Source: an optimization exercise on an open RTL-to-GDS flow (aim: small area). Production flows keep margins and buffers that such runs may drop.
Function was checked by simulation only, so behaviour that the tests miss may differ from the original.
Power is estimated from default activity; no workload was simulated.

### run.sh
#!/bin/bash
# synth_recipe.tcl (not shown) runs the flow's synth.tcl, then flattens the netlist and writes it again
# the make line also repeats each setting of config.mk as NAME=value (left out here)
make -C /OpenROAD-flow-scripts/flow DESIGN_CONFIG=/design/flow/config.mk WORK_HOME=/design/flow/orfs CLKGATE_MAP_FILE= SYNTH_SCRIPT=/design/flow/synth_recipe.tcl finish
### config.mk
export PLATFORM = sky130hd
export DESIGN_NAME = color_pwm
export DESIGN_NICKNAME = color_pwm
export VERILOG_FILES = /design/flow/design.v
export SDC_FILE = /design/flow/constraint.sdc
export NUM_CORES = 4
export LEC_CHECK = 0
export CAP_MARGIN = 20
export CORE_MARGIN = 2
export CORE_UTILIZATION = 40
export PLACE_DENSITY = 0.6
export SLEW_MARGIN = 20
### constraint.sdc
create_clock -name core_clock -period 4.0 [get_ports {CLK}]
set_input_delay 0.8000 -clock core_clock [delete_from_list [all_inputs] [get_ports {CLK}]]
set_output_delay 0.8000 -clock core_clock [all_outputs]
set_load 0.01 [all_outputs]
### design.v
module pulse_generator
(
    input         clock,
    input         reset_n,
    input  [19:0] last_cycle,
    output        strobe
);
    reg [19:0] counter;
    always @(posedge clock or negedge reset_n)
    begin
        if (! reset_n)
            counter <= 0;
        else if (counter == last_cycle)
            counter <= 0;
        else
            counter <= counter + 1;
    end
    assign strobe = (counter == 0);
endmodule
module color_pwm
(
    input         CLK,          
    input         RST,          
    input         BUTTON,       
    output        RGB0_Red,     
    output        RGB0_Green,   
    output        RGB0_Blue     
);
    wire clock   = CLK;
    wire reset_n = ! RST;
    wire button  = BUTTON;
    wire red_strobe;
    wire green_strobe;
    wire blue_strobe;
    reg [19:0] last_cycle_red;
    reg [19:0] last_cycle_green;
    reg [19:0] last_cycle_blue;
    wire check_button;
    pulse_generator pulse_generator_red_strobe
    (
        .clock      ( clock            ),
        .reset_n    ( reset_n          ),
        .last_cycle ( last_cycle_red   ),
        .strobe     ( red_strobe       )
    );
    pulse_generator pulse_generator_green_strobe
    (
        .clock      ( clock            ),
        .reset_n    ( reset_n          ),
        .last_cycle ( last_cycle_green ),
        .strobe     ( green_strobe     )
    );
    pulse_generator pulse_generator_blue_strobe
    (
        .clock      ( clock            ),
        .reset_n    ( reset_n          ),
        .last_cycle ( last_cycle_blue  ),
        .strobe     ( blue_strobe      )
    );
    pulse_generator pulse_generator_check_button
    (
        .clock      ( clock         ),
        .reset_n    ( reset_n       ),
        .last_cycle ( 20'd11        ),
        .strobe     ( check_button  )
    );
    always @(posedge clock or negedge reset_n)
    begin
        if (! reset_n)
        begin
            last_cycle_red   <= 20;
            last_cycle_green <= 20;
            last_cycle_blue  <= 20;
        end
        else if (button & check_button)
        begin
            last_cycle_red   <= last_cycle_red   + 1;
            last_cycle_green <= last_cycle_green - 1;
            last_cycle_blue  <= last_cycle_blue  - 1;
        end
    end
    assign RGB0_Red   = ~ red_strobe;
    assign RGB0_Green = ~ green_strobe;
    assign RGB0_Blue  = ~ blue_strobe;
endmodule
==> results of run 1 <==
==> cell type report <==
cell class | count | area share [%]
Tap cell | 229 | 3.52
Timing Repair Buffer | 7 | 0.998
Multi-Input combinational cell | 526 | 43.8
Inverter | 21 | 1.01
Clock inverter | 6 | 1.32
Sequential cell | 140 | 43.1
Clock buffer | 26 | 6.25
==> power groups by stage <==
stage	clock network [µW]	registers, µW	logic [µW]
2_1_floorplan	0	1790	587
3_3_place_gp	0	1880	671
3_5_place_dp	0	1900	698
4_1_cts	1670	1870	706
5_1_grt	1750	1900	802
6_report	1640	1870	702
==> flip-flops by register name, indices dropped and copies added, names as in the netlist <==
register	cells
last_cycle_blue	20
last_cycle_green	20
last_cycle_red	20
pulse_generator_blue_strobe.counter	20
pulse_generator_check_button.counter	20
pulse_generator_green_strobe.counter	20
pulse_generator_red_strobe.counter	20
==> worst reg2reg max path, delay by kind of cell, from the launching register on <==
family | cells | cell delay, ns
simple gates | 4 | 1.71
flops | 1 | 0.42
xor+xnor | 1 | 0.14
==> cells by family (layout without fill, tap and decap cells) <==
group | after synthesis | in the layout
xor gates and xnor gates | 189 | 189
AOI/OAI and AO/OA | 2 | 2
DFF | 140 | 140
buffers and inverters | 45 | 60
adders and majority gates | 11 | 11
and+or+nand+nor | 324 | 324
==> per-stage QoR <==
stage | cell area (µm²) | total power [µW] | cells | utilization [%] | setup WS [ns]
6_report | 8150 | 4210 | 955 | 45.7 | 0.738
4_1_cts | 8140 | 4250 | 955 | 45.6 | 0.705
2_1_floorplan | 7230 | 2380 | 711 | - | 1.46
5_1_grt | 8150 | 4450 | 955 | 45.7 | 0.611
3_3_place_gp | 7500 | 2550 | 922 | 42.1 | 1.11
3_5_place_dp | 7520 | 2590 | 923 | 42.2 | 1.08
==> how the worst min path moves through the flow <==
stage / endpoint / slack (ns) / depth (start not counted)
floorplan: pulse_generator_check_button.counter[19] / 0.45 / 1
detailed placement: last_cycle_blue[19] / 0.48 / 1
finish: last_cycle_blue[19] / 0.49 / 1
global placement: pulse_generator_check_button.counter[19] / 0.47 / 1
CTS: last_cycle_blue[19] / 0.49 / 1
global route: pulse_generator_check_button.counter[19] / 0.52 / 1
==> metal layers <==
metal	track usage (%)	wire, µm	vias up
met5	0	0	-
met4	5.10	109	0
met3	3.74	318	9
met2	24.9	6720	42
met1	20.6	6750	2441
li1	-	-	2402
==> cell usage in the layout (no fill, tap or decap), types with 3 or more instances in the layout <==
cell type and instances:
sky130_fd_sc_hd__dfrtp_1 134, sky130_fd_sc_hd__xnor2_1 104, sky130_fd_sc_hd__nor2_1 90, sky130_fd_sc_hd__xor2_1 85, sky130_fd_sc_hd__nand2_1 43, sky130_fd_sc_hd__nand3_1 43
sky130_fd_sc_hd__nand4_1 29, sky130_fd_sc_hd__nor4_1 25, sky130_fd_sc_hd__nor3_1 20, sky130_fd_sc_hd__inv_1 20, sky130_fd_sc_hd__clkbuf_16 17, sky130_fd_sc_hd__and3_1 15
sky130_fd_sc_hd__ha_1 11, sky130_fd_sc_hd__and4_1 10, sky130_fd_sc_hd__or4_1 7, sky130_fd_sc_hd__nand3b_1 6, sky130_fd_sc_hd__nor2b_1 6, sky130_fd_sc_hd__dfstp_2 6
sky130_fd_sc_hd__clkbuf_8 5, sky130_fd_sc_hd__clkdlybuf4s50_1 5, sky130_fd_sc_hd__or3_1 4, sky130_fd_sc_hd__nor4_2 4, sky130_fd_sc_hd__clkbuf_1 4, sky130_fd_sc_hd__nor3b_1 3
sky130_fd_sc_hd__nor4b_1 3, sky130_fd_sc_hd__nand2b_1 3, sky130_fd_sc_hd__bufinv_16 3
==> PnR_summary.wiki, run 1 <==
{| class="wikitable"
! Metric !! Value
|-
| Run status || complete, no violations
|-
| Maximum level of the CTS H-tree || 4
|-
| Cell with the most instances after synthesis || sky130_fd_sc_hd__dfrtp_1
|-
| Proportion of total power due to net switching || 28.9%
|-
| TritonCTS Buffers || 17
|-
| Post-synthesis instance area || 0.00722 mm²
|-
| Post-Syn Nets || 725
|-
| Detailed placer's ending HPWL || 9.49 mm
|-
| Path type of the worst min-delay path || register to register
|-
| Top cells by instance count after synthesis || sky130_fd_sc_hd__dfrtp_1, sky130_fd_sc_hd__xnor2_1, sky130_fd_sc_hd__nor2_1
|-
| Sequential area share after synthesis || 48.6%
|-
| Effective utilization at floorplan || 40.5%
|-
| Primary flip-flop cell chosen by synthesis mapping || sky130_fd_sc_hd__dfrtp_1
|-
| Area used by multi-input combinational logic || 0.00357 mm²
|-
| R2R setup slack || 1.62 ns
|-
| Final antenna-violating net count || 0
|-
| Total number of vias || 4894
|-
| Cell type with the highest aggregate area in the netlist || sky130_fd_sc_hd__dfrtp_1
|-
| Chip height || between 100 and 150 µm
|-
| Setup crit end || RGB0_Red
|-
| WP data required || 3.20 ns
|-
| Startpoint of the lowest-slack register-to-register path || pulse_generator_check_button.counter[13]
|-
| Number of detailed-route iterations in the first pass || 4
|-
| Synth top area share || between 40% and 50%
|-
| Clock tree buffer depth || 2
|-
| Number of cells on the worst reg-to-reg path || 5
|-
| Maximum VDD drop || 338 µV
|-
| Category of cells accounting for the largest share of critical-path delay || simple AND/OR/NAND/NOR gates
|-
| Post-synth EDFFs || 0
|-
| Critical setup path kind || register to output port
|-
| Highest attainable clock frequency || 307 MHz
|-
| Total core area || 0.0178 mm²
|-
| Count of cell instances traversed by the critical path || 6
|-
| Portion of total power attributed to combinational logic || 16.7%
|-
| Total of warnings raised by yosys || 2
|-
| Synth unique cells || 34
|-
| Startpoint type of the worst setup path || register
|-
| Power Dens Cells || 517 mW/mm²
|-
| Layout filler cell count || 1633
|-
| Skew-Pair Late Insertion Delay || about 0.42 ns
|-
| Routed wire per std cell || 14.6 µm
|-
| Setup repair after global routing missed its margin || false
|-
| # IOs || 6
|-
| Share of power burned in the clock network || between 30 and 40%
|-
| DRC errors left || 0
|-
| Buffers added on ports || 5
|-
| Proportion of synthesized area in mux cells || 0%
|-
| First element of the critical path || pulse_generator_red_strobe.counter[0]
|-
| Async S/R FF share, synth || 100%
|-
| Final Critical Period || 3.26 ns
|-
| Leading cell types by total area after synthesis || sky130_fd_sc_hd__dfrtp_1, sky130_fd_sc_hd__xnor2_1, sky130_fd_sc_hd__xor2_1, sky130_fd_sc_hd__nor2_1, sky130_fd_sc_hd__nand3_1
|-
| Syn_area_per_cell || 10.2 µm²
|-
| Net Sw Power || 1220 µW
|-
| FP Rows || 49
|-
| Final Max Tran Viols || 0
|-
| Pin count of the biggest net entering global routing || 141
|-
| Post-CTS setup buffer count || 0
|-
| All-layer global routing usage || approximately 15%
|-
| Clock slew at reported path FFs || 0.06 ns
|-
| Drt total wl || 13.9 mm
|-
| Area of the die || 0.0192 mm²
|-
| Rel. slew slack || 46.8%
|-
| Number of storage elements in the synthesis netlist || 140
|-
| Xor and xnor fraction of the mapped netlist area || between 20% and 30%
|-
| Standby leakage power || 0.00361 µW
|-
| Setup violators final || 0
|-
| Root Buffer || sky130_fd_sc_hd__clkbuf_16
|-
| # diodes || 0
|-
| End of the worst register-to-register path || last_cycle_blue[3]
|-
| GPL Wtd Cong || 0.829
|-
| Worst Path Max Fanout || 6
|-
| Final hold viol count || 0
|-
| Seq. cell area || 0.00351 mm²
|-
| Remaining Overflow, GRT || 0
|-
| Share of layout cells above drive strength 1 || 6.61%
|-
| Internal power summed over all cells || 2990 µW
|-
| Fin Setup TNS || 0 ns
|-
| Number of vias per cell after detailed routing || 5.12
|-
| Detailed router's first-iteration violation count || ~240
|-
| Smallest hold slack || between 0.4 and 0.5 ns
|-
| Area added between synthesis and finish || 12.7%
|-
| Slowest library cell on the worst path || sky130_fd_sc_hd__clkdlybuf4s50_1
|-
| Combinational family with the most area after synthesis || simple AND/OR/NAND/NOR gates
|-
| Number of sinks handled by clock tree synthesis || between 100 and 150
|-
| Count of hold-fix buffers inserted at cts || 0
|-
| Nets || slightly above 700
|-
| Die width || between 100 and 150 µm
|-
| Cells after Synth || 711
|-
| Compound-cell area share of the yosys netlist || 0.139%
|-
| Fraction of the mapped netlist area in simple logic gates || 24.0%
|-
| Cell-by-cell listing of the critical path || inv_1 > ha_1 > nor4b_1 > nand4_1 > or4_1 > clkdlybuf4s50_1
|-
| Clock tree from TritonCTS || done
|-
| # resized after CTS || 0
|-
| Final worst-path cycle share || 81.6%
|-
| Synth Area in Adders || between 1.5 and 2%
|-
| Actual slew at the worst max-slew pin || 0.799 ns
|-
| Type of element capturing the critical path || output port
|-
| Final setup skew || 0.0124 ns
|-
| Worst hold path startpoint || last_cycle_blue[19]
|-
| Sequential share of power || approximately 45%
|-
| Stage delay of the slowest cell on the critical path || 0.51 ns
|-
| Number of global-route vias before repair || 4940
|-
| Arr. time, crit path || 2.46 ns
|-
| Antenna violations before repair || 0
|-
| Worst Path Buf+Inv || 2
|-
| Max-Cap Viols || 0
|-
| First-pass GRT wire length || 24.3 mm
|}
==> run 2: changes to the inputs <==
==> design.v (replaced) <==
module color_pwm
(
    input         CLK,          
    input         RST,          
    input         BUTTON,       
    output        RGB0_Red,     
    output        RGB0_Green,   
    output        RGB0_Blue     
);
    localparam [19:0] MR = 20'haaaaa;
    localparam [19:0] MS = 20'hffffd;
    localparam [19:0] MG = 20'h00015;
    reg  [19:0] yr;    
    reg  [19:0] yg;    
    reg  [19:0] ys;    
    reg  [1:0]  ka;
    reg  [1:0]  kb;
    wire check_button = ~(ka[0] | ka[1] | kb[0] | kb[1]);
    wire step         = BUTTON & check_button;
    wire [19:0] xr = yr ^ MR;
    wire [19:0] xg = yg ^ MG;
    wire [19:0] xs = ys ^ MS;
    wire [19:0] xr_next = { xr[18:0], xr[19] ^ xr[16] ^ ~(|xr[18:0]) };
    wire [19:0] xs_next = { xs[18:0], xs[19] ^ xs[16] ^ ~(|xs[18:0]) };
    wire [19:0] xg_prev = { xg[0] ^ xg[17] ^ ~(|xg[19:1]), xg[19:1] };
    wire eq_r = (yr ^ ys) == (MR ^ MS);
    wire eq_g = (yg ^ ys) == (MG ^ MS);
    always @(posedge CLK or posedge RST)
    begin
        if (RST)
        begin
            yr <= 20'd0;
            yg <= 20'd0;
            ys <= 20'd0;
            ka <= 2'd0;
            kb <= 2'd0;
        end
        else
        begin
            yr <= eq_r ? 20'd0 : (xr_next ^ MR);
            yg <= eq_g ? 20'd0 : (xg_prev ^ MG);
            if (step)
                ys <= xs_next ^ MS;
            ka <= { ka[0], ~(ka[0] | ka[1]) };
            kb <= { kb[0], ~kb[1] };
        end
    end
    assign RGB0_Red   = | yr;
    assign RGB0_Green = | yg;
    assign RGB0_Blue  = | yg;
endmodule
==> PnR_summary.wiki, run 2 <==
{| class="wikitable"
! Metric !! Value
|-
| Detailed placer's ending HPWL || 3.69 mm
|-
| Actual slew at the worst max-slew pin || a little over 0.9 ns
|-
| WP data required || 3.20 ns
|-
| Chip height || 87.5 µm
|-
| Maximum level of the CTS H-tree || 3
|-
| Cell-by-cell listing of the critical path || nor4_1 > nand3_1 > nor2_1 > nand2_1 > clkdlybuf4s50_1
|-
| # resized after CTS || 0
|-
| Run status || complete, no violations
|-
| Proportion of synthesized area in mux cells || 7.23%
|-
| Antenna violations before repair || 0
|-
| TritonCTS Buffers || 9
|-
| Number of detailed-route iterations in the first pass || 4
|-
| Syn_area_per_cell || ~12 µm²
|-
| # diodes || 0
|-
| Cells after Synth || 230
|-
| Met3 wire length || 97 µm
|-
| Detailed router's first-iteration violation count || 95
|-
| Leading cell types by total area after synthesis || sky130_fd_sc_hd__dfrtp_1, sky130_fd_sc_hd__xnor2_1, sky130_fd_sc_hd__mux2_2, sky130_fd_sc_hd__xor2_1, sky130_fd_sc_hd__nor2_1
|-
| Root Buffer || sky130_fd_sc_hd__clkbuf_8
|-
| Rel. slew slack || 39.2%
|-
| Total met2 wirelength after detailed routing || ~2.4 mm
|-
| First-pass GRT wire length || 9.05 mm
|-
| Number of cells on the worst reg-to-reg path || 5
|-
| Post-synth EDFFs || 0
|-
| Most frequent cells in the layout || sky130_fd_sc_hd__dfrtp_1, sky130_fd_sc_hd__nor2_1, sky130_fd_sc_hd__xnor2_1
|-
| Fraction of the mapped netlist area in simple logic gates || 17.2%
|-
| Final worst-path cycle share || approximately 69%
|-
| Clock tree buffer depth || 2
|-
| Cell type with the highest aggregate area in the netlist || sky130_fd_sc_hd__dfrtp_1
|-
| Fin Setup TNS || 0 ns
|-
| Most common cell after layout, fill and taps aside || sky130_fd_sc_hd__dfrtp_1
|-
| # IOs || 6
|-
| Number of sinks handled by clock tree synthesis || 64
|-
| Effective utilization at floorplan || 41.2%
|-
| Startpoint type of the worst setup path || register
|-
| Die width || 87.5 µm
|-
| Type of element capturing the critical path || output port
|-
| Async S/R FF share, synth || 100%
|-
| Drt total wl || around 5.2 mm
|-
| Area of placed instances || 0.00290 mm²
|-
| Number of global-route vias before repair || 1758
|-
| Critical setup path kind || register to output port
|-
| Highest attainable clock frequency || 364 MHz
|-
| Post-CTS setup buffer count || 0
|-
| Final antenna-violating net count || 0
|-
| All-layer global routing usage || 16.1%
|-
| Final setup skew || 0.00870 ns
|-
| Routed wire per std cell || 16.2 µm
|-
| Post-synthesis instance area || 0.00279 mm²
|-
| Largest registers || yg: 20 flops, yr: 20 flops, ys: 20 flops
|-
| Combinational family with the most area after synthesis || simple AND/OR/NAND/NOR gates
|-
| Final Max Tran Viols || 0
|-
| Primary flip-flop cell chosen by synthesis mapping || sky130_fd_sc_hd__dfrtp_1
|-
| Synth unique cells || 25
|-
| Share of layout cells above drive strength 1 || 16.0%
|-
| Synth Area in Adders || 0%
|-
| Number of storage elements in the synthesis netlist || 64
|-
| Setup violators final || 0
|-
| Area added between synthesis and finish || 11.0%
|-
| Wire length on met1 || between 2 and 3 mm
|-
| Total number of vias || roughly 1700
|-
| Maximum VDD drop || 225 µV
|-
| Standby leakage power || 0.00133 µW
|-
| Cell depth of the worst min-delay path || 0
|-
| Setup repair after global routing missed its margin || false
|-
| Worst Path Max Fanout || 3
|-
| Pin count of the biggest net entering global routing || 48
|-
| Clock tree from TritonCTS || done
|-
| Sequential area share after synthesis || around 57%
|-
| Post-Syn Nets || 233
|-
| Clock slew at reported path FFs || 0.07 ns
|-
| Nets || 242
|-
| Total of warnings raised by yosys || 1
|-
| Topmost layer with routed signal wires || met4
|-
| FP Rows || 30
|-
| Area of the die || 0.00765 mm²
|-
| Max-Cap Viols || 0
|-
| Final instance area || 0.00309 mm²
|-
| Path type of the worst min-delay path || register to register
|-
| Slowest library cell on the worst path || sky130_fd_sc_hd__clkdlybuf4s50_1
|-
| Total core area || 0.00676 mm²
|-
| Remaining Overflow, GRT || 0
|-
| DRC errors left || 0
|-
| GPL Wtd Cong || 0.772
|-
| Arr. time, crit path || 1.95 ns
|-
| Power Dens Cells || 575 mW/mm²
|-
| Cell with the most instances after synthesis || sky130_fd_sc_hd__dfrtp_1
|-
| Final hold viol count || 0
|-
| Final Critical Period || 2.75 ns
|-
| Buffers added on ports || 5
|-
| Skew-Pair Late Insertion Delay || approximately 0.33 ns
|-
| Xor and xnor fraction of the mapped netlist area || 14.5%
|-
| Number of vias per cell after detailed routing || about 5.2
|-
| Stage delay of the slowest cell on the critical path || 0.48 ns
|-
| Synth top area share || about 57%
|-
| Top cells by instance count after synthesis || sky130_fd_sc_hd__dfrtp_1, sky130_fd_sc_hd__nor2_1, sky130_fd_sc_hd__xnor2_1
|-
| Compound-cell area share of the yosys netlist || 1.48%
|-
| Count of hold-fix buffers inserted at cts || 0
|}
[run 2: cell count changes after synthesis, sizes merged, moves of 38 or more]
| cell | delta |
|---|---|
| xor2 | -64 |
| xnor2 | -79 |
| nor2 | -62 |
| nand2 | -39 |
| dfrtp | -70 |
| nand3 | -38 |
[run 2: layout make-up]
class | count | area, µm²
Inverter | 3 | 11.3
Clock inverter | 4 | 45.0
Sequential cell | 64 | 1600
Tap cell | 80 | 100
Clock buffer | 11 | 141
Multi-Input combinational cell | 155 | 1140
Timing Repair Buffer | 6 | 57.6
Fill cell | 619 | 3660
[run 2: per-layer routing]
metal  vias up  global-route usage, %
met5         -                      0
met4         0                   8.81
met3         9                   3.13
met2        18                   23.4
met1       848                   22.5
li1        801                      -
[run 2: cell families after synthesis]
kind of cell | after synthesis
multiplexers | 18
AO/OA/AOI/OAI | 7
AND/OR/NAND/NOR | 84
flip-flops | 64
XOR/XNOR | 46
buffers and inverters | 11
[run 2: power breakdown]
| part | internal (µW) | switching (µW) |
|---|---|---|
| Clock | 298 | 230 |
| Sequential | 783 | 163 |
| Combinational | 170 | 137 |
[run 2: path summary, 6_finish.rpt]
kind / from / to / slack (ns)
setup / recovery: yg[13] / RGB0_Blue / 1.25
hold / removal: kb[0] / kb[1] / 0.38
setup reg to reg: ys[11] / yr[0] / 2.06
hold reg to reg: kb[0] / kb[1] / 0.38
max in group asynchronous: RST / yr[6] / 2.32
min in group asynchronous: RST / yg[14] / 0.75
[run 2: worst max-delay path: cells and delay by family, from the launching register on]
kind | cells | cell delay (ns)
simple gates | 4 | 0.73
flops | 1 | 0.42
buf+inv | 1 | 0.48
[run 2: per-stage QoR]
step	setup slack (ns)	total power, µW	std cells	util, %	hold slack (ns)
floorplan	1.60	1170	230	-	0.354
global placement	1.45	1260	308	42.9	0.360
detailed placement	1.43	1270	308	42.9	0.368
CTS	1.24	1800	323	45.7	0.381
global route	1.08	1880	323	45.8	0.404
finish	1.25	1780	323	45.8	0.378
==> run 3: changes to the inputs <==
--- a/design.v
+++ b/design.v
@@ -9,5 +9,6 @@
 );
-    localparam [19:0] MR = 20'haaaaa;
-    localparam [19:0] MS = 20'hffffd;
-    localparam [19:0] MG = 20'h00015;
+    localparam [19:0] MR = 20'hfb20d;
+    localparam [19:0] MS = 20'h22264;
+    localparam [19:0] MG = 20'h33145;
+    reg         f;     
     reg  [19:0] yr;    
@@ -27,2 +28,17 @@
     wire eq_g = (yg ^ ys) == (MG ^ MS);
+    wire [19:0] yr_first = { MR[18:0], MR[19] ^ MR[16] ^ ~(|MR[18:0]) } ^ MR;
+    wire [19:0] yg_first = { MG[0] ^ MG[17] ^ ~(|MG[19:1]), MG[19:1] } ^ MG;
+    always @(posedge CLK)
+    begin
+        if (f)
+        begin
+            yr <= yr_first;
+            yg <= yg_first;
+        end
+        else
+        begin
+            yr <= eq_r ? 20'd0 : (xr_next ^ MR);
+            yg <= eq_g ? 20'd0 : (xg_prev ^ MG);
+        end
+    end
     always @(posedge CLK or posedge RST)
@@ -31,4 +47,3 @@
         begin
-            yr <= 20'd0;
-            yg <= 20'd0;
+            f  <= 1'b1;
             ys <= 20'd0;
@@ -39,4 +54,3 @@
         begin
-            yr <= eq_r ? 20'd0 : (xr_next ^ MR);
-            yg <= eq_g ? 20'd0 : (xg_prev ^ MG);
+            f  <= 1'b0;
             if (step)
@@ -47,5 +61,5 @@
     end
-    assign RGB0_Red   = | yr;
-    assign RGB0_Green = | yg;
-    assign RGB0_Blue  = | yg;
+    assign RGB0_Red   = ~f & (| yr);
+    assign RGB0_Green = ~f & (| yg);
+    assign RGB0_Blue  = ~f & (| yg);
 endmodule
==> PnR_summary.wiki, run 3 <==
{| class="wikitable"
! Metric !! Value
|-
| Cell with the most instances after synthesis || sky130_fd_sc_hd__dfxtp_1
|-
| GPL Wtd Cong || 0.787
|-
| TritonCTS Buffers || 9
|-
| Pin count of the biggest net entering global routing || 32
|-
| Most common cell after layout, fill and taps aside || sky130_fd_sc_hd__dfxtp_1
|-
| All-layer global routing usage || 16.8%
|-
| Most frequent cells in the layout || sky130_fd_sc_hd__dfxtp_1, sky130_fd_sc_hd__o21ai_0, sky130_fd_sc_hd__xnor2_1
|-
| Routed wire per std cell || 16.2 µm
|-
| Category of cells accounting for the largest share of critical-path delay || simple AND/OR/NAND/NOR gates
|-
| Top cells by instance count after synthesis || sky130_fd_sc_hd__dfxtp_1, sky130_fd_sc_hd__o21ai_0, sky130_fd_sc_hd__xnor2_1
|-
| Area added between synthesis and finish || 10.8%
|-
| Critical setup path kind || register to output port
|-
| Final hold viol count || 0
|-
| DRC errors left || 0
|-
| Dominant cell type by count on the critical path || sky130_fd_sc_hd__nor2_1
|-
| Detailed router's first-iteration violation count || around 130
|-
| Post-synthesis instance area || 0.00261 mm²
|-
| Skew-Pair Late Insertion Delay || 0.33 ns
|-
| Maximum level of the CTS H-tree || 3
|-
| Type of element capturing the critical path || output port
|-
| Post-Syn Nets || 250
|-
| Standby leakage power || approximately 0.0011 µW
|-
| Share of layout cells above drive strength 1 || 9.30%
|-
| Cells after Synth || about 250
|-
| Leading cell types by total area after synthesis || sky130_fd_sc_hd__dfxtp_1, sky130_fd_sc_hd__dfrtp_1, sky130_fd_sc_hd__xnor2_1, sky130_fd_sc_hd__xor2_1, sky130_fd_sc_hd__o21ai_0
|-
| Worst hold path startpoint || ka[0]
|-
| Number of global-route vias before repair || 1741
|-
| Chip height || between 80 and 90 µm
|-
| Clock slew at reported path FFs || approximately 0.07 ns
|-
| Synth top area share || 30.7%
|-
| Startpoint of the lowest-slack register-to-register path || ys[6]
|-
| Number of storage elements in the synthesis netlist || 65
|-
| Worst Path Max Fanout || 3
|-
| Nets || 256
|-
| Antenna violations before repair || 0
|-
| Root Buffer || sky130_fd_sc_hd__clkbuf_8
|-
| Proportion of total power due to net switching || 25.7%
|-
| Setup violators final || 0
|-
| Path type of the worst min-delay path || register to register
|-
| Portion of total power attributed to combinational logic || 8.8%
|-
| Slowest library cell on the worst path || sky130_fd_sc_hd__clkdlybuf4s50_1
|-
| Final setup skew || 0.00838 ns
|-
| Run status || complete, no violations
|-
| Max-Cap Viols || 0
|-
| Largest registers || yg: 20 flops, yr: 20 flops, ys: 20 flops
|-
| Maximum VDD drop || 267 µV
|-
| Buffers added on ports || 5
|-
| R2R setup slack || 1.58 ns
|-
| Area of the die || 0.00718 mm²
|-
| Clock tree buffer depth || 2
|-
| Drt total wl || 5.44 mm
|-
| Rel. slew slack || 36.5%
|-
| # diodes || 0
|-
| Setup repair after global routing missed its margin || false
|-
| Startpoint type of the worst setup path || register
|-
| Total of warnings raised by yosys || 1
|-
| Final Max Tran Viols || 0
|-
| Primary flip-flop cell chosen by synthesis mapping || sky130_fd_sc_hd__dfxtp_1
|-
| Async S/R FF share, synth || 38.5%
|-
| # IOs || 6
|-
| Net Sw Power || 352 µW
|-
| Post-synth EDFFs || 0
|-
| Actual slew at the worst max-slew pin || around 0.95 ns
|-
| # resized after CTS || 0
|-
| Utilization after layout || 45.8%
|-
| Final Critical Period || 2.69 ns
|-
| Number of sinks handled by clock tree synthesis || 65
|-
| Total core area || 0.00631 mm²
|-
| First element of the critical path || yr[6]
|-
| Clock tree from TritonCTS || done
|-
| Count of hold-fix buffers inserted at cts || 0
|-
| Highest attainable clock frequency || between 300 and 400 MHz
|-
| Cell-by-cell listing of the critical path || nor4_1 > nand3_1 > nor2_1 > nor2_1 > clkdlybuf4s50_1
|-
| Effective utilization at floorplan || 41.3%
|-
| FP Rows || 29
|-
| Share of power burned in the clock network || 34.6%
|-
| Final worst-path cycle share || roughly 67%
|-
| Arr. time, crit path || 1.89 ns
|-
| Detailed placer's ending HPWL || approximately 3.7 mm
|-
| Stage delay of the slowest cell on the critical path || approximately 0.47 ns
|-
| Power Dens Cells || 474 mW/mm²
|-
| Sequential share of power || 56.6%
|-
| Die width || 84.7 µm
|-
| Syn_area_per_cell || 10.6 µm²
|-
| First-pass GRT wire length || 9.25 mm
|-
| Number of vias per cell after detailed routing || 5.23
|-
| Worst Path Buf+Inv || 1
|-
| Remaining Overflow, GRT || 0
|-
| Cell type with the highest aggregate area in the netlist || sky130_fd_sc_hd__dfxtp_1
|-
| Final antenna-violating net count || 0
|-
| Sequential area share after synthesis || 54.8%
|-
| Total number of vias || 1752
|-
| Post-CTS setup buffer count || 0
|-
| Internal power summed over all cells || 1020 µW
|-
| Synth unique cells || 27
|-
| WP data required || 3.20 ns
|-
| Number of detailed-route iterations in the first pass || 4
|-
| Fin Setup TNS || 0 ns
|}
==> run 3: changes by cell type in the layout (fill, tap and decap cells not counted), moves of 8 or more <==
cell                      change
sky130_fd_sc_hd__dfxtp_1     +40
sky130_fd_sc_hd__dfrtp_1     -40
sky130_fd_sc_hd__nor3b_1      +8
sky130_fd_sc_hd__mux2_2       -8
sky130_fd_sc_hd__nand2_1      +9
sky130_fd_sc_hd__nor2_1      -19
sky130_fd_sc_hd__o21ai_0     +30
==> run 3: final cells by class <==
| cell class | instances | area (µm²) |
|---|---|---|
| Fill cell | 635 | 3420 |
| Inverter | 3 | 11.3 |
| Timing Repair Buffer | 6 | 57.6 |
| Tap cell | 77 | 96.3 |
| Sequential cell | 65 | 1430 |
| Multi-Input combinational cell | 168 | 1130 |
| Clock buffer | 11 | 151 |
| Clock inverter | 5 | 20.0 |
==> run 3: metal layers <==
layer	part of all wire (%)	global-route usage (%)	wire length [µm]
met1	51	24.9	2780
met2	45	23.6	2430
met5	0	0	0
met3	3.4	5.31	184
met4	0.88	4.76	48
==> run 3: cells by family after synthesis <==
family                 share of synthesized area [%]
AND/OR/NAND/NOR                                 17.0
flip-flops                                      54.8
XOR/XNOR                                        15.1
AO/OA/AOI/OAI                                   6.81
buffers and inverters                           2.26
multiplexers                                    3.89
other                                          0.144
==> run 3: through the flow <==
stage               total power, µW  setup WS [ns]  hold WS, ns  area [µm²]  std cells
global route                   1440           1.24        0.390        2890        335
floorplan                       864           2.11        0.354        2610        247
finish                         1370           1.31        0.376        2890        335
CTS                            1380           1.32        0.380        2890        335
detailed placement              910           1.36        0.364        2710        319
global placement                907           1.38        0.358        2710        319
==> run 3: worst paths after layout <==
kind	endpoint	cells past startpoint
hold reg to reg	ka[1]	0
max in group asynchronous	ys[17]	2
hold / removal	ka[1]	0
min in group asynchronous	ka[1]	2
setup reg to reg	yg[0]	6
setup / recovery	RGB0_Red	5
==> run 3: power groups by stage <==
| stage | Sequential, µW | Combinational (µW) | Clock (µW) |
|---|---|---|---|
| floorplan | 756 | 109 | 0 |
| global placement | 789 | 117 | 0 |
| detailed placement | 789 | 121 | 0 |
| CTS | 776 | 122 | 484 |
| global route | 783 | 138 | 520 |
| finish | 776 | 121 | 474 |

## re-timing with driven ports
How much do the figures lean on ideal ports? The routed layouts below were timed once more, with nothing changed but the port constraints.
Step 1, drivers: a clkbuf_16 drives CLK and a buf_2 each remaining input, both assumed.
Step 2 times the ports against the registers' clock, not the clock port: input delays grow and output delays shrink by t, the midpoint of the rising clock arrivals with the driver on.
Slacks: ideal / step 1 / step 2; pairs: ideal / step 1.
run | t (ns) | slack for setup (ns) | worst hold slack (ns)
run 1 | 0.457 | 0.738 / 0.695 / 1.089 | 0.488 / 0.488 / 0.488
run 2 | 0.356 | 1.251 / 1.222 / 1.439 | 0.378 / 0.378 / 0.378
run 3 | 0.354 | 1.314 / 1.286 / 1.576 | 0.376 / 0.376 / 0.376
After both steps every run listed still meets setup and hold.
